Source: an optimization exercise on an open RTL-to-GDS flow (aim: small area and a short achievable clock period). Production flows keep margins and buffers that such runs may drop.
Function was checked by simulation only, so behaviour that the tests miss may differ from the original.
Power is estimated from default activity; no workload was simulated.

[flow/flow/run.sh]
#!/bin/bash
# The standard layout (the standard.sh, standard synthesis unchanged), with
# two options: the port buffers are buf_2 cells, and the setup repair aims at
# a slack margin of 7.0 ns.  ORFS keeps each step's log in orfs/logs; the make
# output goes to standard.log.
set -o pipefail
bash standard.sh BUFFER_PORTS_ARGS="-buffer_cell sky130_fd_sc_hd__buf_2" SETUP_SLACK_MARGIN=7.0 finish > standard.log 2>&1
[flow/standard.sh]
#!/bin/bash
# synth_recipe.tcl (not shown) runs the flow's synth.tcl, then flattens the netlist and writes it again
# the make line also repeats each setting of config.mk as NAME=value (left out here)
make -C /OpenROAD-flow-scripts/flow DESIGN_CONFIG=/design/flow/config.mk WORK_HOME=/design/flow/orfs CLKGATE_MAP_FILE= SYNTH_SCRIPT=/design/flow/synth_recipe.tcl "${@:-finish}"
[flow/config.mk]
export PLATFORM = sky130hd
export DESIGN_NAME = mac
export DESIGN_NICKNAME = mac
export VERILOG_FILES = /design/flow/design.v
export SDC_FILE = /design/flow/constraint.sdc
export NUM_CORES = 4
export LEC_CHECK = 0
export CAP_MARGIN = 20
export CORE_MARGIN = 2
export CORE_UTILIZATION = 60
export CTS_BUF_LIST = sky130_fd_sc_hd__clkbuf_4 sky130_fd_sc_hd__clkbuf_8
export SLEW_MARGIN = 20
export SYNTH_HIERARCHICAL = 1
[flow/constraint.sdc]
create_clock -name core_clock -period 12.5 [get_ports {clk}]
set_input_delay 2.5000 -clock core_clock [delete_from_list [all_inputs] [get_ports {clk}]]
set_output_delay 2.5000 -clock core_clock [all_outputs]
set_load 0.01 [all_outputs]
[flow/design.v]
`timescale 1ns / 1ps
module full_adder(
    input a_in,
    input b_in,
    input c_in,
    output sum,
    output carry
    );
    assign sum=a_in^b_in^c_in;
    assign carry=(a_in & b_in)|(b_in & c_in)|(a_in & c_in);
endmodule
`timescale 1ns / 1ps
module genericadder(a_in, b_in, c_in, sum, carry);
    parameter width=24;
    input [width-1:0] a_in, b_in;
    input c_in;
    output [width-1:0] sum;
    output carry;
    wire[width:0] c;
    genvar i;
    assign c[0] = c_in;
    generate
    for(i=0; i<width; i=i+1)
    begin : Adder_gen
    full_adder dut(a_in[i],b_in[i],c[i],sum[i],c[i+1]);
    end
    endgenerate
    assign carry = c[width];
    endmodule
`timescale 1ns / 1ps
module multiplier(a_in, b_in, prod);
    parameter width = 12;
    input [width-1:0] a_in;
    input [width-1:0] b_in;
    output [2*width-1:0] prod;
    assign prod = a_in * b_in;
endmodule
module mac(
     input [11:0] Ain,
     input [11:0] Bin,
     input clk,reset,
     output [24:0] Mac_out
);
    reg [24:0] acc_s;
    reg [24:4] acc_c;
    wire pp0_0 = ~(Ain[0] & Bin[0]);
    wire pp0_1 = ~(Ain[0] & Bin[1]);
    wire pp0_2 = ~(Ain[0] & Bin[2]);
    wire pp0_3 = ~(Ain[0] & Bin[3]);
    wire pp0_4 = ~(Ain[0] & Bin[4]);
    wire pp0_5 = ~(Ain[0] & Bin[5]);
    wire pp0_6 = ~(Ain[0] & Bin[6]);
    wire pp0_7 = ~(Ain[0] & Bin[7]);
    wire pp0_8 = ~(Ain[0] & Bin[8]);
    wire pp0_9 = ~(Ain[0] & Bin[9]);
    wire pp0_10 = ~(Ain[0] & Bin[10]);
    wire pp0_11 = ~(Ain[0] & Bin[11]);
    wire pp1_0 = ~(Ain[1] & Bin[0]);
    wire pp1_1 = ~(Ain[1] & Bin[1]);
    wire pp1_2 = ~(Ain[1] & Bin[2]);
    wire pp1_3 = ~(Ain[1] & Bin[3]);
    wire pp1_4 = ~(Ain[1] & Bin[4]);
    wire pp1_5 = ~(Ain[1] & Bin[5]);
    wire pp1_6 = ~(Ain[1] & Bin[6]);
    wire pp1_7 = ~(Ain[1] & Bin[7]);
    wire pp1_8 = ~(Ain[1] & Bin[8]);
    wire pp1_9 = ~(Ain[1] & Bin[9]);
    wire pp1_10 = ~(Ain[1] & Bin[10]);
    wire pp1_11 = ~(Ain[1] & Bin[11]);
    wire pp2_0 = ~(Ain[2] & Bin[0]);
    wire pp2_1 = ~(Ain[2] & Bin[1]);
    wire pp2_2 = ~(Ain[2] & Bin[2]);
    wire pp2_3 = ~(Ain[2] & Bin[3]);
    wire pp2_4 = ~(Ain[2] & Bin[4]);
    wire pp2_5 = ~(Ain[2] & Bin[5]);
    wire pp2_6 = ~(Ain[2] & Bin[6]);
    wire pp2_7 = ~(Ain[2] & Bin[7]);
    wire pp2_8 = ~(Ain[2] & Bin[8]);
    wire pp2_9 = ~(Ain[2] & Bin[9]);
    wire pp2_10 = ~(Ain[2] & Bin[10]);
    wire pp2_11 = ~(Ain[2] & Bin[11]);
    wire pp3_0 = ~(Ain[3] & Bin[0]);
    wire pp3_1 = ~(Ain[3] & Bin[1]);
    wire pp3_2 = ~(Ain[3] & Bin[2]);
    wire pp3_3 = ~(Ain[3] & Bin[3]);
    wire pp3_4 = ~(Ain[3] & Bin[4]);
    wire pp3_5 = ~(Ain[3] & Bin[5]);
    wire pp3_6 = ~(Ain[3] & Bin[6]);
    wire pp3_7 = ~(Ain[3] & Bin[7]);
    wire pp3_8 = ~(Ain[3] & Bin[8]);
    wire pp3_9 = ~(Ain[3] & Bin[9]);
    wire pp3_10 = ~(Ain[3] & Bin[10]);
    wire pp3_11 = ~(Ain[3] & Bin[11]);
    wire pp4_0 = ~(Ain[4] & Bin[0]);
    wire pp4_1 = ~(Ain[4] & Bin[1]);
    wire pp4_2 = ~(Ain[4] & Bin[2]);
    wire pp4_3 = ~(Ain[4] & Bin[3]);
    wire pp4_4 = ~(Ain[4] & Bin[4]);
    wire pp4_5 = ~(Ain[4] & Bin[5]);
    wire pp4_6 = ~(Ain[4] & Bin[6]);
    wire pp4_7 = ~(Ain[4] & Bin[7]);
    wire pp4_8 = ~(Ain[4] & Bin[8]);
    wire pp4_9 = ~(Ain[4] & Bin[9]);
    wire pp4_10 = ~(Ain[4] & Bin[10]);
    wire pp4_11 = ~(Ain[4] & Bin[11]);
    wire pp5_0 = ~(Ain[5] & Bin[0]);
    wire pp5_1 = ~(Ain[5] & Bin[1]);
    wire pp5_2 = ~(Ain[5] & Bin[2]);
    wire pp5_3 = ~(Ain[5] & Bin[3]);
    wire pp5_4 = ~(Ain[5] & Bin[4]);
    wire pp5_5 = ~(Ain[5] & Bin[5]);
    wire pp5_6 = ~(Ain[5] & Bin[6]);
    wire pp5_7 = ~(Ain[5] & Bin[7]);
    wire pp5_8 = ~(Ain[5] & Bin[8]);
    wire pp5_9 = ~(Ain[5] & Bin[9]);
    wire pp5_10 = ~(Ain[5] & Bin[10]);
    wire pp5_11 = ~(Ain[5] & Bin[11]);
    wire pp6_0 = ~(Ain[6] & Bin[0]);
    wire pp6_1 = ~(Ain[6] & Bin[1]);
    wire pp6_2 = ~(Ain[6] & Bin[2]);
    wire pp6_3 = ~(Ain[6] & Bin[3]);
    wire pp6_4 = ~(Ain[6] & Bin[4]);
    wire pp6_5 = ~(Ain[6] & Bin[5]);
    wire pp6_6 = ~(Ain[6] & Bin[6]);
    wire pp6_7 = ~(Ain[6] & Bin[7]);
    wire pp6_8 = ~(Ain[6] & Bin[8]);
    wire pp6_9 = ~(Ain[6] & Bin[9]);
    wire pp6_10 = ~(Ain[6] & Bin[10]);
    wire pp6_11 = ~(Ain[6] & Bin[11]);
    wire pp7_0 = ~(Ain[7] & Bin[0]);
    wire pp7_1 = ~(Ain[7] & Bin[1]);
    wire pp7_2 = ~(Ain[7] & Bin[2]);
    wire pp7_3 = ~(Ain[7] & Bin[3]);
    wire pp7_4 = ~(Ain[7] & Bin[4]);
    wire pp7_5 = ~(Ain[7] & Bin[5]);
    wire pp7_6 = ~(Ain[7] & Bin[6]);
    wire pp7_7 = ~(Ain[7] & Bin[7]);
    wire pp7_8 = ~(Ain[7] & Bin[8]);
    wire pp7_9 = ~(Ain[7] & Bin[9]);
    wire pp7_10 = ~(Ain[7] & Bin[10]);
    wire pp7_11 = ~(Ain[7] & Bin[11]);
    wire pp8_0 = ~(Ain[8] & Bin[0]);
    wire pp8_1 = ~(Ain[8] & Bin[1]);
    wire pp8_2 = ~(Ain[8] & Bin[2]);
    wire pp8_3 = ~(Ain[8] & Bin[3]);
    wire pp8_4 = ~(Ain[8] & Bin[4]);
    wire pp8_5 = ~(Ain[8] & Bin[5]);
    wire pp8_6 = ~(Ain[8] & Bin[6]);
    wire pp8_7 = ~(Ain[8] & Bin[7]);
    wire pp8_8 = ~(Ain[8] & Bin[8]);
    wire pp8_9 = ~(Ain[8] & Bin[9]);
    wire pp8_10 = ~(Ain[8] & Bin[10]);
    wire pp8_11 = ~(Ain[8] & Bin[11]);
    wire pp9_0 = ~(Ain[9] & Bin[0]);
    wire pp9_1 = ~(Ain[9] & Bin[1]);
    wire pp9_2 = ~(Ain[9] & Bin[2]);
    wire pp9_3 = ~(Ain[9] & Bin[3]);
    wire pp9_4 = ~(Ain[9] & Bin[4]);
    wire pp9_5 = ~(Ain[9] & Bin[5]);
    wire pp9_6 = ~(Ain[9] & Bin[6]);
    wire pp9_7 = ~(Ain[9] & Bin[7]);
    wire pp9_8 = ~(Ain[9] & Bin[8]);
    wire pp9_9 = ~(Ain[9] & Bin[9]);
    wire pp9_10 = ~(Ain[9] & Bin[10]);
    wire pp9_11 = ~(Ain[9] & Bin[11]);
    wire pp10_0 = ~(Ain[10] & Bin[0]);
    wire pp10_1 = ~(Ain[10] & Bin[1]);
    wire pp10_2 = ~(Ain[10] & Bin[2]);
    wire pp10_3 = ~(Ain[10] & Bin[3]);
    wire pp10_4 = ~(Ain[10] & Bin[4]);
    wire pp10_5 = ~(Ain[10] & Bin[5]);
    wire pp10_6 = ~(Ain[10] & Bin[6]);
    wire pp10_7 = ~(Ain[10] & Bin[7]);
    wire pp10_8 = ~(Ain[10] & Bin[8]);
    wire pp10_9 = ~(Ain[10] & Bin[9]);
    wire pp10_10 = ~(Ain[10] & Bin[10]);
    wire pp10_11 = ~(Ain[10] & Bin[11]);
    wire pp11_0 = ~(Ain[11] & Bin[0]);
    wire pp11_1 = ~(Ain[11] & Bin[1]);
    wire pp11_2 = ~(Ain[11] & Bin[2]);
    wire pp11_3 = ~(Ain[11] & Bin[3]);
    wire pp11_4 = ~(Ain[11] & Bin[4]);
    wire pp11_5 = ~(Ain[11] & Bin[5]);
    wire pp11_6 = ~(Ain[11] & Bin[6]);
    wire pp11_7 = ~(Ain[11] & Bin[7]);
    wire pp11_8 = ~(Ain[11] & Bin[8]);
    wire pp11_9 = ~(Ain[11] & Bin[9]);
    wire pp11_10 = ~(Ain[11] & Bin[10]);
    wire pp11_11 = ~(Ain[11] & Bin[11]);
    wire na_s0 = ~acc_s[0];
    wire na_s1 = ~acc_s[1];
    wire na_s2 = ~acc_s[2];
    wire na_s3 = ~acc_s[3];
    wire na_s4 = ~acc_s[4];
    wire na_s5 = ~acc_s[5];
    wire na_s6 = ~acc_s[6];
    wire na_c6 = ~acc_c[6];
    wire na_s7 = ~acc_s[7];
    wire na_s8 = ~acc_s[8];
    wire na_c8 = ~acc_c[8];
    wire na_s9 = ~acc_s[9];
    wire na_c9 = ~acc_c[9];
    wire na_s10 = ~acc_s[10];
    wire na_c10 = ~acc_c[10];
    wire na_s11 = ~acc_s[11];
    wire na_c11 = ~acc_c[11];
    wire na_s12 = ~acc_s[12];
    wire na_c12 = ~acc_c[12];
    wire na_s13 = ~acc_s[13];
    wire na_c13 = ~acc_c[13];
    wire na_s14 = ~acc_s[14];
    wire na_c14 = ~acc_c[14];
    wire na_s15 = ~acc_s[15];
    wire na_c15 = ~acc_c[15];
    wire na_s16 = ~acc_s[16];
    wire na_c16 = ~acc_c[16];
    wire na_s17 = ~acc_s[17];
    wire na_c17 = ~acc_c[17];
    wire na_s18 = ~acc_s[18];
    wire na_c18 = ~acc_c[18];
    wire na_s19 = ~acc_s[19];
    wire na_c19 = ~acc_c[19];
    wire na_s20 = ~acc_s[20];
    wire na_c20 = ~acc_c[20];
    wire na_s21 = ~acc_s[21];
    wire na_s22 = ~acc_s[22];
    wire na_c22 = ~acc_c[22];
    wire na_s23 = ~acc_s[23];
    wire na_s24 = ~acc_s[24];
    wire s1, c2;
    wire s3, c4;
    wire s5, c6;
    wire s7, c8;
    wire s9, c10;
    wire s11, c12;
    wire s13, c14;
    wire s15, c16;
    wire s17, c18;
    wire s19, c20;
    wire s21, c22;
    wire s23, c24;
    wire s25, c26;
    wire s27, c28;
    wire s29, c30;
    wire s31, c32;
    wire s33, c34;
    wire s35, c36;
    wire s37, c38;
    wire s39, c40;
    wire s41, c42;
    wire s43, c44;
    wire s45, c46;
    wire s47, c48;
    wire s49, c50;
    wire s51, c52;
    wire s53, c54;
    wire s55, c56;
    wire s57, c58;
    wire s59, c60;
    wire s61, c62;
    wire s63, c64;
    wire s65, c66;
    wire s67, c68;
    wire s69, c70;
    wire s71, c72;
    wire s73, c74;
    wire s75, c76;
    wire s77, c78;
    wire s79, c80;
    wire s81, c82;
    wire s83, c84;
    wire s85, c86;
    wire s87, c88;
    wire s89, c90;
    wire s91, c92;
    wire s93, c94;
    wire s95, c96;
    wire s97, c98;
    wire s99, c100;
    wire s101, c102;
    wire s103, c104;
    wire s105, c106;
    wire s107, c108;
    wire s109, c110;
    wire s111, c112;
    wire s113, c114;
    wire s115, c116;
    wire s117, c118;
    wire s119, c120;
    wire s121, c122;
    wire s123, c124;
    wire s125, c126;
    wire s127, c128;
    wire s129, c130;
    wire s131, c132;
    wire s133, c134;
    wire s135, c136;
    wire s137, c138;
    wire s139, c140;
    wire s141, c142;
    wire s143, c144;
    wire s145, c146;
    wire s147, c148;
    wire s149, c150;
    wire s151, c152;
    wire s153, c154;
    wire s155, c156;
    wire s157, c158;
    wire s159, c160;
    wire s161, c162;
    wire s163, c164;
    wire s165, c166;
    wire s167, c168;
    wire s169, c170;
    wire s171, c172;
    wire s173, c174;
    wire s175, c176;
    wire s177, c178;
    wire s179, c180;
    wire s181, c182;
    wire s183, c184;
    wire s185, c186;
    wire s187, c188;
    wire s189, c190;
    wire s191, c192;
    wire s193, c194;
    wire s195, c196;
    wire s197, c198;
    wire s199, c200;
    wire s201, c202;
    wire s203, c204;
    wire s205, c206;
    wire s207, c208;
    wire s209, c210;
    wire s211, c212;
    wire s213, c214;
    wire s215, c216;
    wire s217, c218;
    wire s219, c220;
    wire s221, c222;
    wire s223, c224;
    wire s225, c226;
    wire s227, c228;
    wire s229, c230;
    wire s231, c232;
    wire s233, c234;
    wire s235, c236;
    wire s237, c238;
    wire s239, c240;
    wire s241, c242;
    wire s243, c244;
    wire s245, c246;
    wire s247, c248;
    wire s249, c250;
    wire s251, c252;
    wire s253, c254;
    wire s255, c256;
    wire s257, c258;
    wire s259, c260;
    wire s261, c262;
    wire s263, c264;
    wire s265, c266;
    wire s267, c268;
    wire s269, c270;
    wire s271, c272;
    wire s273, c274;
    wire s275, c276;
    wire s277, c278;
    wire s279, c280;
    wire s281, c282;
    wire s283, c284;
    wire s285, c286;
    wire s287, c288;
    wire s289, c290;
    wire s291, c292;
    wire s293, c294;
    wire s295, c296;
    wire s297, c298;
    wire s299, c300;
    wire s301, c302;
    wire s303, c304;
    wire s305, c306;
    wire s307, c308;
    wire s309, c310;
    wire s311, c312;
    wire s313, c314;
    xnor2m h0s (na_s0, pp0_0, s1);
    or2m h0c (na_s0, pp0_0, c2);
    xnor2m h1s (na_s1, pp0_1, s3);
    or2m h1c (na_s1, pp0_1, c4);
    full_adder f2 (pp1_0, s3, c2, s5, c6);
    xnor2m h3s (na_s2, pp0_2, s7);
    or2m h3c (na_s2, pp0_2, c8);
    full_adder f4 (pp1_1, pp2_0, s7, s9, c10);
    full_adder f5 (c4, s9, c6, s11, c12);
    xnor2m h6s (na_s3, pp0_3, s13);
    or2m h6c (na_s3, pp0_3, c14);
    full_adder f7 (pp1_2, pp2_1, pp3_0, s15, c16);
    full_adder f8 (s13, c8, s15, s17, c18);
    full_adder f9 (c10, s17, c12, s19, c20);
    xnor2m h10s (na_s4, pp0_4, s21);
    or2m h10c (na_s4, pp0_4, c22);
    full_adder f11 (pp1_3, pp2_2, pp3_1, s23, c24);
    full_adder f12 (pp4_0, s21, c14, s25, c26);
    full_adder f13 (c16, s23, s25, s27, c28);
    full_adder f14 (c18, s27, c20, s29, c30);
    xnor2m h15s (na_s5, pp0_5, s31);
    or2m h15c (na_s5, pp0_5, c32);
    full_adder f16 (pp1_4, pp2_3, pp3_2, s33, c34);
    full_adder f17 (pp4_1, pp5_0, s31, s35, c36);
    full_adder f18 (c22, c24, s33, s37, c38);
    full_adder f19 (s35, c26, s37, s39, c40);
    full_adder f20 (c28, s39, c30, s41, c42);
    xnor2m h21s (na_s6, na_c6, s43);
    or2m h21c (na_s6, na_c6, c44);
    full_adder f22 (s43, pp0_6, pp1_5, s45, c46);
    full_adder f23 (pp2_4, pp3_3, pp4_2, s47, c48);
    full_adder f24 (pp5_1, pp6_0, c32, s49, c50);
    full_adder f25 (c34, s45, s47, s51, c52);
    full_adder f26 (c36, s49, c38, s53, c54);
    full_adder f27 (s51, c40, s53, s55, c56);
    xnor2m h28s (na_s7, c44, s57);
    or2m h28c (na_s7, c44, c58);
    full_adder f29 (s57, pp0_7, pp1_6, s59, c60);
    full_adder f30 (pp2_5, pp3_4, pp4_3, s61, c62);
    full_adder f31 (pp5_2, pp6_1, pp7_0, s63, c64);
    full_adder f32 (c46, c48, s59, s65, c66);
    full_adder f33 (s61, s63, c50, s67, c68);
    full_adder f34 (c52, s65, s67, s69, c70);
    full_adder f35 (c54, s69, c56, s71, c72);
    xnor2m h36s (na_s8, na_c8, s73);
    or2m h36c (na_s8, na_c8, c74);
    full_adder f37 (s73, c58, pp0_8, s75, c76);
    full_adder f38 (pp1_7, pp2_6, pp3_5, s77, c78);
    full_adder f39 (pp4_4, pp5_3, pp6_2, s79, c80);
    full_adder f40 (pp7_1, pp8_0, c60, s81, c82);
    full_adder f41 (c62, c64, s75, s83, c84);
    full_adder f42 (s77, s79, s81, s85, c86);
    full_adder f43 (c66, s83, c68, s87, c88);
    full_adder f44 (s85, c70, s87, s89, c90);
    xnor2m h45s (na_s9, na_c9, s91);
    or2m h45c (na_s9, na_c9, c92);
    full_adder f46 (s91, c74, pp0_9, s93, c94);
    full_adder f47 (pp1_8, pp2_7, pp3_6, s95, c96);
    full_adder f48 (pp4_5, pp5_4, pp6_3, s97, c98);
    full_adder f49 (pp7_2, pp8_1, pp9_0, s99, c100);
    full_adder f50 (c76, c78, c80, s101, c102);
    full_adder f51 (s93, s95, s97, s103, c104);
    full_adder f52 (s99, c82, c84, s105, c106);
    full_adder f53 (s101, s103, c86, s107, c108);
    full_adder f54 (s105, c88, s107, s109, c110);
    xnor2m h55s (na_s10, na_c10, s111);
    or2m h55c (na_s10, na_c10, c112);
    full_adder f56 (s111, c92, pp0_10, s113, c114);
    full_adder f57 (pp1_9, pp2_8, pp3_7, s115, c116);
    full_adder f58 (pp4_6, pp5_5, pp6_4, s117, c118);
    full_adder f59 (pp7_3, pp8_2, pp9_1, s119, c120);
    full_adder f60 (pp10_0, c94, c96, s121, c122);
    full_adder f61 (c98, c100, s113, s123, c124);
    full_adder f62 (s115, s117, s119, s125, c126);
    full_adder f63 (c102, s121, c104, s127, c128);
    full_adder f64 (s123, s125, c106, s129, c130);
    full_adder f65 (s127, c108, s129, s131, c132);
    xnor2m h66s (na_s11, na_c11, s133);
    or2m h66c (na_s11, na_c11, c134);
    full_adder f67 (s133, c112, pp0_11, s135, c136);
    full_adder f68 (pp1_10, pp2_9, pp3_8, s137, c138);
    full_adder f69 (pp4_7, pp5_6, pp6_5, s139, c140);
    full_adder f70 (pp7_4, pp8_3, pp9_2, s141, c142);
    full_adder f71 (pp10_1, pp11_0, c114, s143, c144);
    full_adder f72 (c116, c118, c120, s145, c146);
    full_adder f73 (s135, s137, s139, s147, c148);
    full_adder f74 (s141, c122, c124, s149, c150);
    full_adder f75 (s143, c126, s145, s151, c152);
    full_adder f76 (s147, c128, s149, s153, c154);
    full_adder f77 (s151, c130, s153, s155, c156);
    xnor2m h78s (na_s12, na_c12, s157);
    or2m h78c (na_s12, na_c12, c158);
    full_adder f79 (s157, c134, pp1_11, s159, c160);
    full_adder f80 (pp2_10, pp3_9, pp4_8, s161, c162);
    full_adder f81 (pp5_7, pp6_6, pp7_5, s163, c164);
    full_adder f82 (pp8_4, pp9_3, pp10_2, s165, c166);
    full_adder f83 (pp11_1, c136, c138, s167, c168);
    full_adder f84 (c140, c142, s159, s169, c170);
    full_adder f85 (s161, s163, s165, s171, c172);
    full_adder f86 (c144, c146, s167, s173, c174);
    full_adder f87 (c148, s169, s171, s175, c176);
    full_adder f88 (c150, c152, s173, s177, c178);
    full_adder f89 (s175, c154, s177, s179, c180);
    full_adder f90 (na_s13, na_c13, c158, s181, c182);
    full_adder f91 (s181, pp2_11, pp3_10, s183, c184);
    full_adder f92 (pp4_9, pp5_8, pp6_7, s185, c186);
    full_adder f93 (pp7_6, pp8_5, pp9_4, s187, c188);
    full_adder f94 (pp10_3, pp11_2, c160, s189, c190);
    full_adder f95 (c162, c164, c166, s191, c192);
    full_adder f96 (s183, s185, s187, s193, c194);
    full_adder f97 (c168, c170, s189, s195, c196);
    full_adder f98 (c172, s191, s193, s197, c198);
    full_adder f99 (c174, s195, c176, s199, c200);
    full_adder f100 (s197, c178, s199, s201, c202);
    full_adder f101 (na_s14, na_c14, c182, s203, c204);
    full_adder f102 (s203, pp3_11, pp4_10, s205, c206);
    full_adder f103 (pp5_9, pp6_8, pp7_7, s207, c208);
    full_adder f104 (pp8_6, pp9_5, pp10_4, s209, c210);
    full_adder f105 (pp11_3, c184, c186, s211, c212);
    full_adder f106 (c188, s205, s207, s213, c214);
    full_adder f107 (s209, c190, c192, s215, c216);
    full_adder f108 (s211, c194, s213, s217, c218);
    full_adder f109 (c196, s215, c198, s219, c220);
    full_adder f110 (s217, c200, s219, s221, c222);
    full_adder f111 (na_s15, na_c15, c204, s223, c224);
    full_adder f112 (s223, pp4_11, pp5_10, s225, c226);
    full_adder f113 (pp6_9, pp7_8, pp8_7, s227, c228);
    full_adder f114 (pp9_6, pp10_5, pp11_4, s229, c230);
    full_adder f115 (c206, c208, c210, s231, c232);
    full_adder f116 (s225, s227, s229, s233, c234);
    full_adder f117 (c212, c214, s231, s235, c236);
    full_adder f118 (s233, c216, c218, s237, c238);
    full_adder f119 (s235, c220, s237, s239, c240);
    full_adder f120 (na_s16, na_c16, c224, s241, c242);
    full_adder f121 (pp5_11, pp6_10, pp7_9, s243, c244);
    full_adder f122 (pp8_8, pp9_7, pp10_6, s245, c246);
    full_adder f123 (pp11_5, s241, c226, s247, c248);
    full_adder f124 (c228, c230, s243, s249, c250);
    full_adder f125 (s245, c232, s247, s251, c252);
    full_adder f126 (c234, s249, c236, s253, c254);
    full_adder f127 (s251, s253, c238, s255, c256);
    full_adder f128 (na_s17, na_c17, pp6_11, s257, c258);
    full_adder f129 (pp7_10, pp8_9, pp9_8, s259, c260);
    full_adder f130 (pp10_7, pp11_6, c242, s261, c262);
    full_adder f131 (c244, c246, s257, s263, c264);
    full_adder f132 (s259, s261, c248, s265, c266);
    full_adder f133 (c250, s263, c252, s267, c268);
    full_adder f134 (s265, c254, s267, s269, c270);
    full_adder f135 (na_s18, na_c18, pp7_11, s271, c272);
    full_adder f136 (pp8_10, pp9_9, pp10_8, s273, c274);
    full_adder f137 (pp11_7, c258, c260, s275, c276);
    full_adder f138 (c262, s271, s273, s277, c278);
    full_adder f139 (c264, s275, s277, s279, c280);
    full_adder f140 (c266, s279, c268, s281, c282);
    full_adder f141 (na_s19, na_c19, pp8_11, s283, c284);
    full_adder f142 (pp9_10, pp10_9, pp11_8, s285, c286);
    full_adder f143 (c272, c274, s283, s287, c288);
    full_adder f144 (s285, c276, c278, s289, c290);
    full_adder f145 (s287, c280, s289, s291, c292);
    full_adder f146 (na_s20, na_c20, pp9_11, s293, c294);
    full_adder f147 (pp10_10, pp11_9, c284, s295, c296);
    full_adder f148 (c286, s293, c288, s297, c298);
    full_adder f149 (s295, c290, s297, s299, c300);
    full_adder f150 (na_s21, pp10_11, pp11_10, s301, c302);
    full_adder f151 (c294, s301, c296, s303, c304);
    full_adder f152 (c298, s303, c300, s305, c306);
    full_adder f153 (na_s22, na_c22, pp11_11, s307, c308);
    full_adder f154 (c302, s307, c304, s309, c310);
    full_adder f155 (na_s23, c308, c310, s311, c312);
    xnor2m h156s (na_s24, c312, s313);
    or2m h156c (na_s24, c312, c314);
    wire [24:0] ns = {s313, s311, s309, s305, c292, s291, c270, c256, c240, c222, c202, c180, c156, c132, c110, c90, s89, s71, s55, s41, s29, s19, s11, s5, s1};
    wire [24:4] nc = {1'b1, 1'b1, c306, 1'b1, s299, c282, s281, s269, s255, s239, s221, s201, s179, s155, s131, s109, c72, 1'b1, c42, 1'b1, 1'b1};
    always @(posedge clk) begin
        acc_s <= ~(ns | {25{reset}});
        acc_c <= ~(nc | {21{reset}});
    end
    assign Mac_out = acc_s + {acc_c, 4'd0};
endmodule
module fa_fast(input a, input b, input c, output sum, output carry);
    wire ab;
    xor2m x1 (a, b, ab);
    xor2m x2 (ab, c, sum);
    maj3m m1 (a, b, c, carry);
endmodule
module xor2m(input a, input b, output y);
    assign y = a ^ b;
endmodule
module xnor2m(input a, input b, output y);
    assign y = ~(a ^ b);
endmodule
module or2m(input a, input b, output y);
    assign y = a | b;
endmodule
module maj3m(input a, input b, input c, output y);
    assign y = (a & b) | (a & c) | (b & c);
endmodule
==> results.txt, run 1 <==
- Pwr Density: 226.9 mW/mm²
- Synth Warn #: 7
- Most common library cells after synthesis: 152 x nand2_1, 143 x fa_1, 44 x nor2_1
- Syn avg cell area: 9.868 µm²
- Num CTS Buffers: 5
- GRT Total Usage: 0.2788
- Largest cells by area after synthesis: fa_1 50%, dfxtp_1 14%, nand2_1 10%
- Die area: 0.01025 mm²
- PortBufs: 50
- Antenna violations before repair: 0
- Num ports: 51
- Diode count: 0
- Most numerous cell in the Yosys netlist: nand2_1
- DRT iter0 DRCs: 175
- Vias per Instance: 5.692
- Rows: 35
- CP max-delay cell: fa_1
- Worst Path Required: 12670 ps
- Residual DRC count: 0
- Core area: 0.009196 mm²
- Bufs and invs on worst path: 1
- Final wirelength: 12830 µm
- Crit end category: flop
- Final net count: 781
- Htree depth: 2
- Seq/Total Area, Yosys: 0.1411
- Initial Utilization: 0.6170
- Max-Cap Viols: 0
- Synth top area share: 0.5045
- Skew final: 5.540 ps
- Max_slew headroom: 0.4330
- CTS tree: done
- Post-route insts no fill: 708
- Drt wl/cell: 18.12 µm
- Clock-pin slew on the worst setup and hold paths: 90 ps
- Most used cell, CP: fa_1
- Ys flop type: dfxtp_1
- Placed Instances: 700
- Vert. Die Dim: 101.2 µm
- Worst Path Max Fanout: 12
- RSZ-0062 raised after global routing: no
- Final Max Tran Viols: 0
- Period utilization: 0.4168
- Sink Count: 40
- Cts hold-fix bufs: 0
- Syn_nets: 760
- First drt pass iteration count: 4
- Die X: 101.2 µm
- Antenna-violating nets left: 0
- Outcome: complete, no violations
- Cell area after layout: 0.006013 mm²
- DR vias: 4030
- Global-route wire length before repair: 21670 µm
- Place WS: 6962 ps
- Worst hold-check path type: flop to flop
- Worst-Margin Slew: 850.6 ps
- Post-Synthesis Cells: 575
- Number of synthesized flops with an enable pin: 0
- Setup Viol. Count Final: 0
- Post-synth top area cell: fa_1
- FILL cells: 793
- Post-CTS sizing: 0
- Largest net degree at the start of global routing: 41
- Flop and latch count out of synthesis: 40
- Post-Route Setup TNS: 0 ps
- Setup bufs post-CTS: 0
- CTS Root Cell: clkbuf_8
- Synth cell types: 40
- Peak supply drop: 0.0001150 V
- DP Area: 0.005898 mm²
- RePlAce Congestion: 0.8572
- Largest stage delay, worst path: 540 ps
- Layout cell share with drive strength beyond 1: 0.1139
- Final hold vios: 0
- Setup slack after layout: 7290 ps
- Area grow syn2layout: 5.976%
- Pleak: 0.002249 µW
- Clock latency (worst-skew pair): 300 ps
- Fmax: 191.9 MHz
- HPWL Detailed: 10370 µm
- Startpoint types: primary input
- Remaining Overflow, GRT: 0
- Cell area after synthesis: 0.005674 mm²
- Fin crit period: 5210 ps
- Clock Path Buffers: 2
- Crit Path Class: primary input to flop
- CP Cell Sequence: buf_2 > nand2_1 > fa_1 > fa_1 > fa_1 > fa_1 > fa_1 > nor2_1
- Cell class contributing the biggest share of worst-path delay: adder cells
- Vias in the first global route: 4299
- Asr flop ratio synth: 0
- CP arrival: 5380 ps
[state kept, by name, indices dropped and copies added, names as in the netlist]
signal  cells
acc_s      25
acc_c      15
[power by group]
group | internal [µW] | switching, µW | leakage, µW
registers | 184 | 30.7 | 0.000332
logic | 470 | 564 | 0.00186
clock network | 60.3 | 55.2 | 0.0000548
total | 714 | 650 | 0.00225
[through the flow]
| step | utilization | total power (µW) | hold slack, ps |
|---|---|---|---|
| 5_1_grt | 0.6539 | 1542 | 602.0 |
| 6_report | 0.6539 | 1364 | 553.9 |
| 4_1_cts | 0.6539 | 1389 | 554.1 |
| 3_5_place_dp | 0.6414 | 1264 | 531.8 |
| 3_3_place_gp | 0.6414 | 1252 | 519.2 |
| 2_1_floorplan | - | 1007 | 504.1 |
[per-module statistics from Yosys, one instance, submodules excluded]
module	flip-flops and latches	cell area (µm²)
xnor2m	0	8.758
full_adder	0	20.02
mac	40	2608
or2m	0	6.256
[final timing paths]
check | depth (start not counted) | slack [ps] | start | to
max | 8 | 7290 | Bin[10] | acc_c[13]
min | 3 | 550 | acc_s[24] | acc_s[24]
max reg2reg | 12 | 7860 | acc_c[12] | acc_s[21]
min reg2reg | 3 | 550 | acc_s[24] | acc_s[24]
[kinds of logic after synthesis]
family | count (synthesis) | synth area share
buffers and inverters | 78 | 0.05689
adders and majority gates | 159 | 0.5398
DFF | 40 | 0.1411
and+or+nand+nor | 222 | 0.1588
xor gates and xnor gates | 29 | 0.04476
AOI/OAI and AO/OA | 47 | 0.05866
[tightest hold or removal path, delay by kind of cell, from the launching register on]
family	cells	cell delay [ps]
buffers and inverters	1	70
xor gates and xnor gates	1	60
and+or+nand+nor	1	70
DFF	1	330
[cells in the final DEF, fill, tap and decap left out, types with 2 or more instances in the layout]
cell / n
dfxtp_1: 40
a21oi_2: 3
ha_1: 16
a31oi_1: 4
nor2_1: 44
nand3_1: 4
a21boi_1: 2
buf_2: 50
clkbuf_8: 5
nand2_1: 152
o21ai_1: 3
inv_1: 42
o211ai_1: 3
xor2_1: 3
a21oi_1: 12
nand4_1: 3
or2_1: 13
xnor2_1: 26
fa_1: 143
o21ai_0: 3
a21o_1: 3
a211oi_2: 2
[metal layers]
metal,global-route usage,share of wire
met1,0.3654,0.39
met2,0.4911,0.53
met3,0.03451,0.059
met4,0.08108,0.023
met5,0,0
[area by class of cell]
type / count / area, µm² / area share
Tap cell: 111 / 138.9 / 0.02310
Sequential cell: 40 / 800.8 / 0.1332
Timing Repair Buffer: 50 / 250.2 / 0.04161
Clock inverter: 3 / 46.29 / 0.007699
Inverter: 42 / 157.7 / 0.02622
Multi-Input combinational cell: 457 / 4551 / 0.7568
Clock buffer: 5 / 68.82 / 0.01144
==> run 2, diff against run 1 <==
==> flow/flow/run.sh (replaced) <==
#!/bin/bash
# The standard layout (the standard.sh, standard synthesis unchanged), with
# two options: the port buffers are buf_2 cells, and the setup repair aims at
# a slack margin of 7.25 ns.  ORFS keeps each step's log in orfs/logs; the make
# output goes to standard.log.
set -o pipefail
bash standard.sh BUFFER_PORTS_ARGS="-buffer_cell sky130_fd_sc_hd__buf_2" SETUP_SLACK_MARGIN=7.25 finish > standard.log 2>&1
--- a/flow/config.mk
+++ b/flow/config.mk
@@ -9,5 +9,7 @@
 export CORE_MARGIN = 2
 export CORE_UTILIZATION = 60
 export CTS_BUF_LIST = sky130_fd_sc_hd__clkbuf_4 sky130_fd_sc_hd__clkbuf_8
+export CTS_CLUSTER_DIAMETER = 200
+export CTS_CLUSTER_SIZE = 40
 export SLEW_MARGIN = 20
 export SYNTH_HIERARCHICAL = 1
==> run 2 against run 1 <==
Effect of this change: die area is the same; largest cell class unchanged; non-clock buffer count is the same; largest power group unchanged; synthesized area is the same; cell count shrank 0.14%; first-iteration DRC count grew 9.1%; global-route usage grew 1.6 points; worst setup slack gained 33 ps; utilization shrank 0.20 points; final area shrank 0.31%; clock skew grew 3.6 ps; worst hold slack lost 11 ps; sequential power is essentially flat; still clean.
==> results.txt, run 2 <==
- Outcome: complete, no violations
- GRT Total Usage: 0.2944
- Met1 usage: 0.3782
- Fin crit period: 5178 ps
- Place WS: 6950 ps
- Diode count: 0
- Vert. Die Dim: 101.2 µm
- Worst hold-check path type: flop to flop
- Synth cell types: 40
- Sw Share: 0.4825
- Post-route insts no fill: 707
- Cell area after synthesis: 0.005674 mm²
- Ys flop type: dfxtp_1
- Worst Path Max Fanout: 12
- Post-synth top area cell: fa_1
- DR vias: 4030
- Num CTS Buffers: 5
- Final hold vios: 0
- Final net count: 781
- Origin of the critical flop-to-flop path: acc_c[12]
- Pleak: 0.002238 µW
- GRT Max-Usage Layer: met2
- Largest stage delay, worst path: 490 ps
- DRT iter0 DRCs: 191
- Vias per Instance: 5.700
- Antenna-violating nets left: 0
- Seq/Total Area, Yosys: 0.1411
- Most common library cells after synthesis: 152 x nand2_1, 143 x fa_1, 44 x nor2_1
- RePlAce Congestion: 0.8997
- Crit end category: flop
- Clock latency (worst-skew pair): 300 ps
- Startpoint types: primary input
- Crit Path Class: primary input to flop
- Largest net degree at the start of global routing: 41
- Final wirelength: 13320 µm
- CP Cell Sequence: buf_2 > nand2_1 > xnor2_1 > fa_1 > fa_1 > fa_1 > fa_1 > fa_1 > nor2_1
- Antenna violations before repair: 0
- Final Max Tran Viols: 0
- Bufs and invs on worst path: 1
- Stages on worst setup path: 9
- Worst Path Required: 12660 ps
- Most numerous cell in the Yosys netlist: nand2_1
- Max_slew headroom: 0.4405
- Placed Instances: 700
- CTS Root Cell: clkbuf_8
- Cts hold-fix bufs: 0
- Post-Route Setup TNS: 0 ps
- Layout cell share with drive strength beyond 1: 0.1124
- PortBufs: 50
- Cells on Worst Hold Path: 3
- Sequential power share: 0.161
- HPWL Detailed: 10630 µm
- M3 GR Usage: 0.03727
- Clock share of power: 0.065
- RR Endpoint: acc_s[21]
- Setup slack after layout: 7323 ps
- CP max-delay cell: fa_1
- Rows: 35
- Psw: 645.8 µW
- Area grow syn2layout: 5.645%
- Setup bufs post-CTS: 0
- Met2 Use GR: 0.5273
- Post-Synthesis Cells: 575
- CP arrival: 5340 ps
- Pwr Density: 223.3 mW/mm²
- Largest reg by FF count: acc_s
- Post-CTS sizing: 0
- Peak supply drop: 0.0001327 V
- Worst-Margin Slew: 839.2 ps
- Core area: 0.009196 mm²
- Hold slack final: 543.0 ps
- Asr flop ratio synth: 0
- Fmax: 193.1 MHz
- Remaining Overflow, GRT: 0
- Die area: 0.01025 mm²
- Largest cells by area after synthesis: fa_1 50%, dfxtp_1 14%, nand2_1 10%
- Initial Utilization: 0.6170
- Int Pwr: 692.6 µW
- Flop and latch count out of synthesis: 40
- Htree depth: 2
- Register area: 800.8 µm²
- CTS tree: done
- Hold path startpoint: acc_s[24]
- Area of the multi-input gates: 0.004551 mm²
- RSZ-0062 raised after global routing: yes
- FF-to-FF setup slack: 7940 ps
- Synth top area share: 0.5045
- Syn_nets: 760
- Setup Viol. Count Final: 0
- Die X: 101.2 µm
- Hold Path End: acc_s[24]
- Commonest non-fill, non-tap cell in the layout: nand2_1
- Combinational power share: 0.774
- Skew final: 9.112 ps
- Max-Cap Viols: 0
- Most used cell, CP: fa_1
- Cell class contributing the biggest share of worst-path delay: adder cells
- Sink Count: 40
- Clock Path Buffers: 2
- Register-to-Register Path Depth: 12
- Residual DRC count: 0
- First drt pass iteration count: 4
- Syn avg cell area: 9.868 µm²
- Clock-pin slew on the worst setup and hold paths: 80 ps
- Global-route wire length before repair: 22600 µm
- Largest regs: acc_s (25), acc_c (15)
- Commonest cells after routing, fill and taps aside: 152 x nand2_1, 143 x fa_1, 44 x nor2_1, 44 x buf_2, 42 x inv_1
- Synth Warn #: 7
- Drt wl/cell: 18.84 µm
- Vias in the first global route: 4560
- Num ports: 51
- FILL cells: 814
- Number of synthesized flops with an enable pin: 0
- Largest register FFs: 25
- Period utilization: 0.4142
[run 2: cells by family after synthesis]
logic type | Yosys count | share of synthesized area
and+or+nand+nor | 222 | 0.1588
adders and majority gates | 159 | 0.5398
buffers and inverters | 78 | 0.05689
AOI/OAI and AO/OA | 47 | 0.05866
DFF | 40 | 0.1411
xor gates and xnor gates | 29 | 0.04476
[run 2: power groups by stage]
| stage | Sequential, µW | Clock [µW] | Combinational, µW |
|---|---|---|---|
| 6_report | 215 | 87.7 | 1040 |
| 5_1_grt | 220 | 95.4 | 1200 |
| 4_1_cts | 215 | 89.5 | 1060 |
| 3_5_place_dp | 218 | 0 | 1050 |
| 3_3_place_gp | 218 | 0 | 1030 |
| 2_1_floorplan | 206 | 0 | 802 |
[run 2: through the flow]
step	power, µW	util	cell area (µm²)
global route	1518	0.6518	5995
CTS	1364	0.6502	5979
global placement	1252	0.6414	5898
floorplan	1008	-	5699
finish	1338	0.6518	5995
detailed placement	1267	0.6414	5898
[run 2: how the worst max path moves through the flow]
stage	start	to	slack [ps]
floorplan	Bin[0]	acc_s[5]	7250
global placement	Bin[10]	acc_c[13]	6960
detailed placement	Bin[10]	acc_c[13]	6950
CTS	Bin[10]	acc_c[13]	7270
global route	Bin[6]	acc_c[13]	7250
finish	Bin[2]	acc_s[5]	7320
[run 2: final cells by class]
class / instances / share of cell area
Sequential cell: 40 / 0.1336
Clock buffer: 5 / 0.01148
Tap cell: 111 / 0.02317
Inverter: 42 / 0.02630
Timing Repair Buffer: 50 / 0.04425
Clock inverter: 2 / 0.002087
Multi-Input combinational cell: 457 / 0.7591
[run 2: Yosys stat by module, one instance, submodules excluded]
module	times used	cells	flip-flops and latches	cell area (µm²)
full_adder	143	1	0	20.02
or2m	13	1	0	6.256
mac	1	405	40	2608
xnor2m	14	1	0	8.758
[run 2: worst register-to-register path: stages (launching register included)]
cell and delay, ps:
dfxtp_1 340, inv_1 60, or2_1 240, fa_1 390, fa_1 400, fa_1 400
fa_1 390, fa_1 410, fa_1 440, fa_1 410, fa_1 420, fa_1 500
nor2_1 40
[run 2: routing by layer]
metal	part of all wire	up-vias
met3	0.048	16
met1	0.39	2111
met4	0.017	0
li1	-	1795
met5	0	-
met2	0.54	108
==> run 3, diff against run 2 <==
--- a/flow/config.mk
+++ b/flow/config.mk
@@ -7,9 +7,8 @@
 export LEC_CHECK = 0
 export CAP_MARGIN = 20
 export CORE_MARGIN = 2
-export CORE_UTILIZATION = 60
+export CORE_UTILIZATION = 75
 export CTS_BUF_LIST = sky130_fd_sc_hd__clkbuf_4 sky130_fd_sc_hd__clkbuf_8
-export CTS_CLUSTER_DIAMETER = 200
-export CTS_CLUSTER_SIZE = 40
+export PLACE_DENSITY = 0.8
 export SLEW_MARGIN = 20
 export SYNTH_HIERARCHICAL = 1
==> run 3 against run 2 <==
Effect of this change: still clean on timing, DRC and antenna; register-to-register slack lost 40 ps; clock skew grew 4.2 ps; final area rose by 0.71%; largest cell class unchanged; highest routed layer unchanged.
==> results.txt, run 3 <==
- Outcome: complete, no violations
- Diode count: 0
- Cell area after synthesis: 0.005674 mm²
- PortBufs: 50
- Sink Count: 40
- Area of the multi-input gates: 0.004551 mm²
- Syn avg cell area: 9.868 µm²
- Peak supply drop: 0.0001402 V
- RR Endpoint: acc_s[21]
- Ys flop type: dfxtp_1
- Largest net degree at the start of global routing: 41
- Crit Path Class: primary input to flop
- Clock Path Buffers: 2
- DP Area: 0.005883 mm²
- Register-to-Register Path Depth: 12
- Max_slew headroom: 0.4345
- GRT Total Usage: 0.3681
- DR WL met3: 1285 µm
- Antenna violations before repair: 0
- First drt pass iteration count: 5
- Fin crit period: 5183 ps
- FF-to-FF setup slack: 7900 ps
- Area grow syn2layout: 6.395%
- Final wirelength: 13660 µm
- Number of synthesized flops with an enable pin: 0
- Rows: 31
- Startpoint types: primary input
- RePlAce Congestion: 0.9207
- Highest metal used: met4
- DR WL met2: 7125 µm
- Most numerous cell in the Yosys netlist: nand2_1
- Post-Synthesis Cells: 575
- Num CTS Buffers: 5
- Max-Cap Viols: 0
- Commonest cells after routing, fill and taps aside: 152 x nand2_1, 143 x fa_1, 44 x nor2_1
- Worst-Margin Slew: 848.3 ps
- Clock latency (worst-skew pair): 300 ps
- Initial Utilization: 0.7781
- Commonest non-fill, non-tap cell in the layout: nand2_1
- Cells on Worst Hold Path: 3
- CP max-delay cell: fa_1
- Synth cell types: 40
- Cell class contributing the biggest share of worst-path delay: adder cells
- Drt wl/cell: 19.62 µm
- Worst hold-check path type: flop to flop
- HPWL Detailed: 10720 µm
- Synth top area share: 0.5045
- Num ports: 51
- Hold path startpoint: acc_s[24]
- Seq/Total Area, Yosys: 0.1411
- Final Max Tran Viols: 0
- Vias in the first global route: 4712
- Crit end category: flop
- Remaining Overflow, GRT: 0
- Final net count: 781
- Fmax: 192.9 MHz
- Most used cell, CP: fa_1
- RSZ-0062 raised after global routing: yes
- Register area: 800.8 µm²
- Hold Path End: acc_s[24]
- Final hold vios: 0
- Asr flop ratio synth: 0
- Worst Path Required: 12650 ps
- Origin of the critical flop-to-flop path: acc_c[12]
- Post-Route Setup TNS: 0 ps
- Largest regs: acc_s (25), acc_c (15)
- CP startpoint: Ain[8]
- Worst Path Max Fanout: 12
- Clock-pin slew on the worst setup and hold paths: 80 ps
- Global-route wire length before repair: 23050 µm
- Core area: 0.007292 mm²
- Largest reg by FF count: acc_s
- CTS Root Cell: clkbuf_8
- Pwr Density: 231.4 mW/mm²
- FILL cells: 466
- Synth Warn #: 7
- Largest register FFs: 25
- Bufs and invs on worst path: 1
- Largest cells by area after synthesis: fa_1 50%, dfxtp_1 14%, nand2_1 10%
- Htree depth: 2
- Setup Viol. Count Final: 0
- Die X: 90.98 µm
- CP arrival: 5330 ps
- Flop and latch count out of synthesis: 40
- Vert. Die Dim: 90.98 µm
- DRT iter0 DRCs: 352
- Residual DRC count: 0
- Antenna-violating nets left: 0
- M1 wire length: 4502 µm
- Post-synth top area cell: fa_1
- Die area: 0.008277 mm²
- Cell area after layout: 0.006037 mm²
- Most common library cells after synthesis: 152 x nand2_1, 143 x fa_1, 44 x nor2_1
- Vias per Instance: 6.211
- Largest stage delay, worst path: 560 ps
- Period utilization: 0.4147
- Syn_nets: 760
- DR vias: 4323
- Layout cell share with drive strength beyond 1: 0.1139
- CP Cell Sequence: buf_2 > nand2_1 > fa_1 > fa_1 > fa_1 > fa_1 > fa_1 > nor2_1
- Pleak: 0.002266 µW
- CTS tree: done
- Skew final: 13.32 ps
==> run 3: cell counts after synthesis <==
No cell type changed its count.
==> run 3: how the worst max path moves through the flow <==
stage / to / slack (ps) / depth (start not counted)
final: acc_c[13] / 7320 / 8
after global routing: acc_c[13] / 7240 / 8
after CTS: acc_c[13] / 7270 / 8
after detailed placement: acc_c[13] / 6960 / 8
after global placement: acc_c[13] / 7010 / 8
after floorplan: acc_s[5] / 7250 / 9
==> run 3: stage by stage <==
stage | total power [µW] | instances | hold slack (ps) | util | worst slack (ps)
detailed placement | 1278 | 688 | 546.3 | 0.8068 | 6958
global route | 1564 | 696 | 596.6 | 0.8279 | 7238
floorplan | 1008 | 575 | 504.1 | - | 7251
CTS | 1408 | 696 | 571.4 | 0.8241 | 7275
global placement | 1236 | 688 | 519.8 | 0.8068 | 7008
finish | 1397 | 696 | 564.3 | 0.8279 | 7317
==> run 3: per-module statistics from Yosys, one instance, submodules excluded <==
| module | flip-flops and latches | copies in the design |
|---|---|---|
| full_adder | 0 | 143 |
| xnor2m | 0 | 14 |
| mac | 40 | 1 |
| or2m | 0 | 13 |
==> run 3: kinds of logic after synthesis <==
family          after synthesis  synth area share
simple gates                222            0.1588
compound gates               47           0.05866
xor+xnor                     29           0.04476
buf+inv                      78           0.05689
flops                        40            0.1411
fa+ha+maj                   159            0.5398
==> run 3: worst register-to-register path, delay by kind of cell (launching register included) <==
family        cells  cell delay (ps)
fa+ha+maj         9             3770
buf+inv           1               70
flops             1              360
simple gates      2              280
==> run 3: metal layers <==
layer | track usage | vias to the layer above
li1 | - | 1798
met1 | 0.4540 | 2163
met2 | 0.6272 | 285
met3 | 0.08133 | 77
met4 | 0.1641 | 0
met5 | 0 | -
==> run 3: area by class of cell <==
cell class              instances  area share
clock buffers                   7     0.01596
well taps                      99     0.02052
flip-flops and latches         40      0.1326
multi-input cells             457      0.7538
repair buffers                 50     0.04601
clock inverters                 1    0.004974
inverters                      42     0.02611
==> run 3: repair_timing <==
item,4_1_cts,5_1_grt
hold buffers,0,0
setup buffers,0,0
hold endpoints to repair,0,0
gates resized for setup,0,11
endpoints found under the setup margin,0,5
==> run 3: power by group <==
part	total [µW]	switching [µW]	internal (µW)
logic	1060	581	478
clock network	123	52.1	70.6
registers	216	32.1	184
total	1400	665	732
==> run 4, diff against run 3 <==
--- a/flow/config.mk
+++ b/flow/config.mk
@@ -7,8 +7,7 @@
 export LEC_CHECK = 0
 export CAP_MARGIN = 20
 export CORE_MARGIN = 2
-export CORE_UTILIZATION = 75
+export CORE_UTILIZATION = 60
 export CTS_BUF_LIST = sky130_fd_sc_hd__clkbuf_4 sky130_fd_sc_hd__clkbuf_8
-export PLACE_DENSITY = 0.8
 export SLEW_MARGIN = 20
 export SYNTH_HIERARCHICAL = 1
==> run 4 against run 3 <==
Effect of this change: non-clock buffer count stayed put; largest power group unchanged; combinational power hardly changed; wire length is 2.4% lower; first-iteration DRC count is 46% lower; worst setup slack better by 6.0 ps; sequential share of layout area is 0.094 points higher; critical path type unchanged; critical endpoint is now acc_s[5]; clock-buffer cell count is 2 lower; worst hold slack worse by 21 ps.
==> results.txt, run 4 <==
- Final net count: 781
- Syn avg cell area: 9.868 µm²
- Syn_nets: 760
- Worst hold-check path type: flop to flop
- Ys flop type: dfxtp_1
- Remaining Overflow, GRT: 0
- Core area: 0.009196 mm²
- Hold slack final: 543.0 ps
- Crit Path Class: primary input to flop
- Peak supply drop: 0.0001327 V
- HPWL Detailed: 10630 µm
- Period utilization: 0.4142
- Number of synthesized flops with an enable pin: 0
- Max-Cap Viols: 0
- DRT iter0 DRCs: 191
- Most numerous cell in the Yosys netlist: nand2_1
- Largest reg by FF count: acc_s
- Synth cell types: 40
- Final Util: 0.6518
- Worst Path Max Fanout: 12
- Post-Synthesis Cells: 575
- Final hold vios: 0
- Worst Path Required: 12660 ps
- Largest net degree at the start of global routing: 41
- Pleak: 0.002238 µW
- Setup Viol. Count Final: 0
- Sink Count: 40
- Setup bufs post-CTS: 0
- Global-route wire length before repair: 22600 µm
- Max_slew headroom: 0.4405
- RSZ-0062 raised after global routing: yes
- Final Max Tran Viols: 0
- Outcome: complete, no violations
- Clock-pin slew on the worst setup and hold paths: 80 ps
- CTS Root Cell: clkbuf_8
- DR vias: 4030
- Startpoint types: primary input
- Diode count: 0
- Num CTS Buffers: 5
- Vias in the first global route: 4560
- Largest register FFs: 25
- Final wirelength: 13320 µm
- CP arrival: 5340 ps
- Drt wl/cell: 18.84 µm
- Die area: 0.01025 mm²
- Cell area after synthesis: 0.005674 mm²
- RePlAce Congestion: 0.8997
- Seq/Total Area, Yosys: 0.1411
- Asr flop ratio synth: 0
- Largest regs: acc_s (25), acc_c (15)
- Largest stage delay, worst path: 490 ps
- PortBufs: 50
- Num ports: 51
- Initial Utilization: 0.6170
- Post-route insts no fill: 707
- Post-synth top area cell: fa_1
- Largest cells by area after synthesis: fa_1 50%, dfxtp_1 14%, nand2_1 10%
- Residual DRC count: 0
- Most common library cells after synthesis: 152 x nand2_1, 143 x fa_1, 44 x nor2_1
- Pwr Density: 223.3 mW/mm²
- Fmax: 193.1 MHz
- Commonest cells after routing, fill and taps aside: 152 x nand2_1, 143 x fa_1, 44 x nor2_1, 44 x buf_2, 42 x inv_1
- Skew final: 9.112 ps
- CTS tree: done
- First drt pass iteration count: 4
- GRT Total Usage: 0.2944
- CP max-delay cell: fa_1
- Worst-Margin Slew: 839.2 ps
- Fin crit period: 5178 ps
- Synth Warn #: 7
- Vias per Instance: 5.700
- Crit end category: flop
- Antenna-violating nets left: 0
- Commonest non-fill, non-tap cell in the layout: nand2_1
- Most used cell, CP: fa_1
- Vert. Die Dim: 101.2 µm
- Clock latency (worst-skew pair): 300 ps
- Clock Path Buffers: 2
- Htree depth: 2
- Rows: 35
- Placed Instances: 700
- Area grow syn2layout: 5.645%
- CP Cell Sequence: buf_2 > nand2_1 > xnor2_1 > fa_1 > fa_1 > fa_1 > fa_1 > fa_1 > nor2_1
- Die X: 101.2 µm
- Synth top area share: 0.5045
- Layout cell share with drive strength beyond 1: 0.1124
- Flop and latch count out of synthesis: 40
- Post-Route Setup TNS: 0 ps
- Antenna violations before repair: 0
==> run 4: changes by cell type in the layout (fill, tap and decap cells not counted) <==
cell / delta
buf_2: +5
bufinv_16: -1
clkbuf_4: -5
clkbuf_8: -2
clkinv_2: +1
clkinvlp_4: +1
==> run 4: metrics by stage <==
| step | setup slack (ps) | power [µW] | area (µm²) |
|---|---|---|---|
| floorplan | 7251 | 1008 | 5699 |
| global placement | 6965 | 1252 | 5898 |
| detailed placement | 6950 | 1267 | 5898 |
| CTS | 7268 | 1364 | 5979 |
| global route | 7249 | 1518 | 5995 |
| finish | 7323 | 1338 | 5995 |
==> run 4: timing repair <==
action                     4_1_cts  5_1_grt
hold endpoints to repair         0        0
gates resized for setup          0        6
hold buffers                     0        0
setup endpoints to repair        0        5
==> run 4: final cells by class <==
cell class / instances / area (µm²)
Clock buffer: 5 / 68.82
Clock inverter: 2 / 12.51
Fill cell: 814 / 3202
Inverter: 42 / 157.7
Multi-Input combinational cell: 457 / 4551
Sequential cell: 40 / 800.8
Tap cell: 111 / 138.9
Timing Repair Buffer: 50 / 265.3
==> run 4: modules after synthesis (local to each module, per instance) <==
module | flops+latches | area, µm² | cells inside | copies in the design
mac | 40 | 2608 | 405 | 1
or2m | 0 | 6.256 | 1 | 13
full_adder | 0 | 20.02 | 1 | 143
xnor2m | 0 | 8.758 | 1 | 14
==> run 4: path summary, 6_finish.rpt <==
path / startpoint / end / slack, ps / depth (start not counted)
max: Bin[2] / acc_s[5] / 7320 / 9
min: acc_s[24] / acc_s[24] / 540 / 3
max reg2reg: acc_c[12] / acc_s[21] / 7940 / 12
min reg2reg: acc_s[24] / acc_s[24] / 540 / 3
==> run 4: cell families (layout without fill, tap and decap cells) <==
family / after synthesis / in the layout / share of synthesized area
simple gates: 222 / 222 / 0.1588
compound gates: 47 / 47 / 0.05866
fa+ha+maj: 159 / 159 / 0.5398
buf+inv: 78 / 99 / 0.05689
flops: 40 / 40 / 0.1411
xor+xnor: 29 / 29 / 0.04476
==> run 4: critical path: cells and delay by family <==
| family | cells | cell delay [ps] |
|---|---|---|
| fa+ha+maj | 5 | 2220 |
| buf+inv | 1 | 240 |
| xor+xnor | 1 | 200 |
| simple gates | 2 | 160 |
==> run 4: report_power, final <==
| group | internal [µW] | switching, µW | leakage (µW) | total, µW |
|---|---|---|---|---|
| registers | 184 | 31.1 | 0.000332 | 215 |
| clock network | 37.9 | 49.7 | 0.0000400 | 87.7 |
| logic | 471 | 565 | 0.00187 | 1040 |
| total | 693 | 646 | 0.00224 | 1340 |
==> run 4: routing by layer <==
layer  routed length, µm  track usage  part of all wire
met4                 231      0.08420             0.017
met2                7204       0.5273              0.54
met1                5243       0.3782              0.39
met3                 643      0.03727             0.048
met5                   0            0                 0
==> run 5, diff against run 4 <==
==> flow/flow/run.sh (replaced) <==
#!/bin/bash
# The standard layout (the standard.sh, standard synthesis unchanged), with
# two options: the port buffers are buf_1 cells, and the setup repair aims at
# a slack margin of 7.25 ns.  ORFS keeps each step's log in orfs/logs; the make
# output goes to standard.log.
set -o pipefail
bash standard.sh BUFFER_PORTS_ARGS="-buffer_cell sky130_fd_sc_hd__buf_1" SETUP_SLACK_MARGIN=7.25 finish > standard.log 2>&1
==> run 5 against run 4 <==
Effect of this change: largest cell class unchanged; first-iteration DRC count fell by 39%; worst hold slack is essentially flat; sequential share of layout area about the same; largest power group unchanged; global-route usage shrank 1.1 points; non-clock buffer count unchanged; final area grew 0.35%; utilization rose by 0.23 points.
==> results.txt, run 5 <==
- Outcome: complete, no violations
- Worst Path Required: 12660 ps
- Synth cell types: 40
- Commonest cells after routing, fill and taps aside: 152 x nand2_1, 143 x fa_1, 44 x nor2_1
- Clock latency (worst-skew pair): 300 ps
- Initial Utilization: 0.6170
- Die X: 101.2 µm
- Final hold vios: 0
- Post-Route Setup TNS: 0 ps
- RSZ-0062 raised after global routing: yes
- Most numerous cell in the Yosys netlist: nand2_1
- Max-Cap Viols: 0
- Psw: 644.4 µW
- Crit Path Class: primary input to flop
- Pwr Density: 225.4 mW/mm²
- Ys flop type: dfxtp_1
- Largest regs: acc_s (25), acc_c (15)
- Num ports: 51
- Die area: 0.01025 mm²
- DR vias: 4012
- Asr flop ratio synth: 0
- Max_slew headroom: 0.3687
- Flop and latch count out of synthesis: 40
- Num CTS Buffers: 5
- Commonest non-fill, non-tap cell in the layout: nand2_1
- Int Pwr: 711.5 µW
- Diode count: 0
- Residual DRC count: 0
- Fin crit period: 5171 ps
- Cts hold-fix bufs: 0
- Period utilization: 0.4137
- Vias in the first global route: 4303
- Sw Share: 0.4753
- Vias per Instance: 5.667
- Clock Path Buffers: 2
- Post-synth top area cell: fa_1
- DRT iter0 DRCs: 116
- PortBufs: 50
- Skew final: 12.80 ps
- Peak supply drop: 0.0001552 V
- Largest reg by FF count: acc_s
- Worst hold-check path type: flop to flop
- Worst-Margin Slew: 947.0 ps
- Largest cells by area after synthesis: fa_1 50%, dfxtp_1 14%, nand2_1 10%
- Antenna violations before repair: 0
- Crit end category: flop
- Pleak: 0.002179 µW
- Cell area after synthesis: 0.005674 mm²
- Seq/Total Area, Yosys: 0.1411
- Placed Instances: 700
- GRT Total Usage: 0.2838
- Syn avg cell area: 9.868 µm²
- Combinational power share: 0.751
- First drt pass iteration count: 7
- Global-route wire length before repair: 21820 µm
- Sink Count: 40
- Largest net degree at the start of global routing: 41
- Vert. Die Dim: 101.2 µm
- Setup bufs post-CTS: 0
- Largest register FFs: 25
- Number of synthesized flops with an enable pin: 0
- Synth top area share: 0.5045
- Synth Warn #: 7
- Layout cell share with drive strength beyond 1: 0.07203
- Worst Path Max Fanout: 12
- Most common library cells after synthesis: 152 x nand2_1, 143 x fa_1, 44 x nor2_1
- Final net count: 781
- Syn_nets: 760
- CTS Root Cell: clkbuf_8
- RePlAce Congestion: 0.8652
- Startpoint types: primary input
- Sequential power share: 0.159
- Clock-pin slew on the worst setup and hold paths: 90 ps
- Fmax: 193.4 MHz
- Clock share of power: 0.090
- Htree depth: 2
- Antenna-violating nets left: 0
- HPWL Detailed: 10270 µm
- Drt wl/cell: 18.40 µm
- Post-route insts no fill: 708
- Remaining Overflow, GRT: 0
- Core area: 0.009196 mm²
- Final Max Tran Viols: 0
- Rows: 35
- CP arrival: 5330 ps
- Post-Synthesis Cells: 575
- CTS tree: done
- Setup Viol. Count Final: 0
- Area grow syn2layout: 6.020%
- Final wirelength: 13030 µm
## run 5: cell counts after synthesis
No cell type changed its count.
## run 5: cell type report
| cell class | count | area, µm² |
|---|---|---|
| flip-flops and latches | 40 | 800.8 |
| clock buffers | 7 | 96.34 |
| fillers | 818 | 3181 |
| inverters | 42 | 157.7 |
| well taps | 111 | 138.9 |
| multi-input cells | 457 | 4551 |
| repair buffers | 50 | 241.5 |
| clock inverters | 1 | 30.03 |
## run 5: per-layer routing
layer  wire length, µm  global-route usage  vias to the layer above
met1              5081              0.3800                     2065
met5                 0                   0                        -
li1                  -                   -                     1790
met3               897             0.04141                       20
met4               206             0.06757                        0
met2              6844              0.4936                      137
## run 5: path summary, 6_finish.rpt
| check | startpoint | to | slack (ps) | cells past startpoint |
|---|---|---|---|---|
| worst max-delay path | Ain[5] | acc_c[13] | 7330 | 8 |
| worst min-delay path | acc_s[24] | acc_s[24] | 540 | 3 |
| worst max register to register | acc_c[12] | acc_s[21] | 7900 | 12 |
| worst min register to register | acc_s[24] | acc_s[24] | 540 | 3 |
## run 5: cells by family after synthesis
logic type / count (synthesis) / synth area share
adder cells (fa/ha/maj): 159 / 0.5398
AO/OA/AOI/OAI: 47 / 0.05866
AND/OR/NAND/NOR: 222 / 0.1588
buffers and inverters: 78 / 0.05689
flip-flops: 40 / 0.1411
XOR/XNOR: 29 / 0.04476
## run 5: power by group through the flow
| stage | Sequential [µW] | Clock [µW] | Combinational, µW |
|---|---|---|---|
| finish | 215 | 123 | 1020 |
| CTS | 216 | 125 | 1040 |
| detailed placement | 218 | 0 | 1030 |
| global placement | 218 | 0 | 1020 |
| floorplan | 206 | 0 | 802 |
| global route | 220 | 131 | 1190 |
## run 5: repair_timing
item,in CTS,in global routing
endpoints found under the hold margin,0,0
setup endpoints to repair,23,6
gates resized for setup,24,9
## run 5: critical path: stages
cell and delay [ps]:
buf_2 270, nand2_1 130, fa_1 570, fa_1 470
fa_1 400, fa_1 460, fa_1 490, nor2_1 40
## run 5: stage by stage
stage | hold WS [ps] | total power (µW) | cell area [µm²] | utilization | setup WS, ps
after floorplan | 504.1 | 1008 | 5699 | - | 7251
after global placement | 521.4 | 1243 | 5837 | 0.6347 | 6619
after detailed placement | 531.6 | 1246 | 5837 | 0.6347 | 6598
after CTS | 551.5 | 1385 | 5993 | 0.6517 | 7292
after global routing | 586.6 | 1544 | 6016 | 0.6542 | 7233
final | 542.8 | 1356 | 6016 | 0.6542 | 7329
## run 5: Yosys stat by module (local to each module, per instance)
module / cells inside / times used
full_adder: 1 / 143
xnor2m: 1 / 14
mac: 405 / 1
or2m: 1 / 13

[port drivers added, routing unchanged]
No port has a modelled driver above. Below, the same layouts with a new extraction and two added sets of constraints.
Step 1 sets driving cells, clkbuf_16 on the clock port and buf_2 on the other inputs (assumed; they add their load-dependent delay and slew).
Step 2, shift: input delay + t, output delay - t, t = (earliest + latest rising clock arrival at the registers) / 2. This alone moves slack from input paths to output paths.
Slacks: ideal / step 1 / step 2; pairs: ideal / step 1.
run	t (ns)	setup slack, ns	worst setup path at the end	clock arrival spread, ns	worst data-port slew with drivers (ns)
run 1	0.334	7.290 / 7.300 / 6.966	input to register	0.006 / 0.006	0.03
run 2	0.334	7.322 / 7.336 / 7.002	input to register	0.009 / 0.009	0.03
run 3	0.332	7.317 / 7.321 / 6.989	input to register	0.014 / 0.014	0.05
run 4	0.334	7.322 / 7.336 / 7.002	input to register	0.009 / 0.009	0.03
run 5	0.332	7.329 / 7.344 / 7.013	input to register	0.014 / 0.013	0.03
After both steps every run listed still meets setup and hold. For run 3, which loses most, drivers alone change the setup slack by +0.004 ns; drivers and shift together by -0.328 ns.
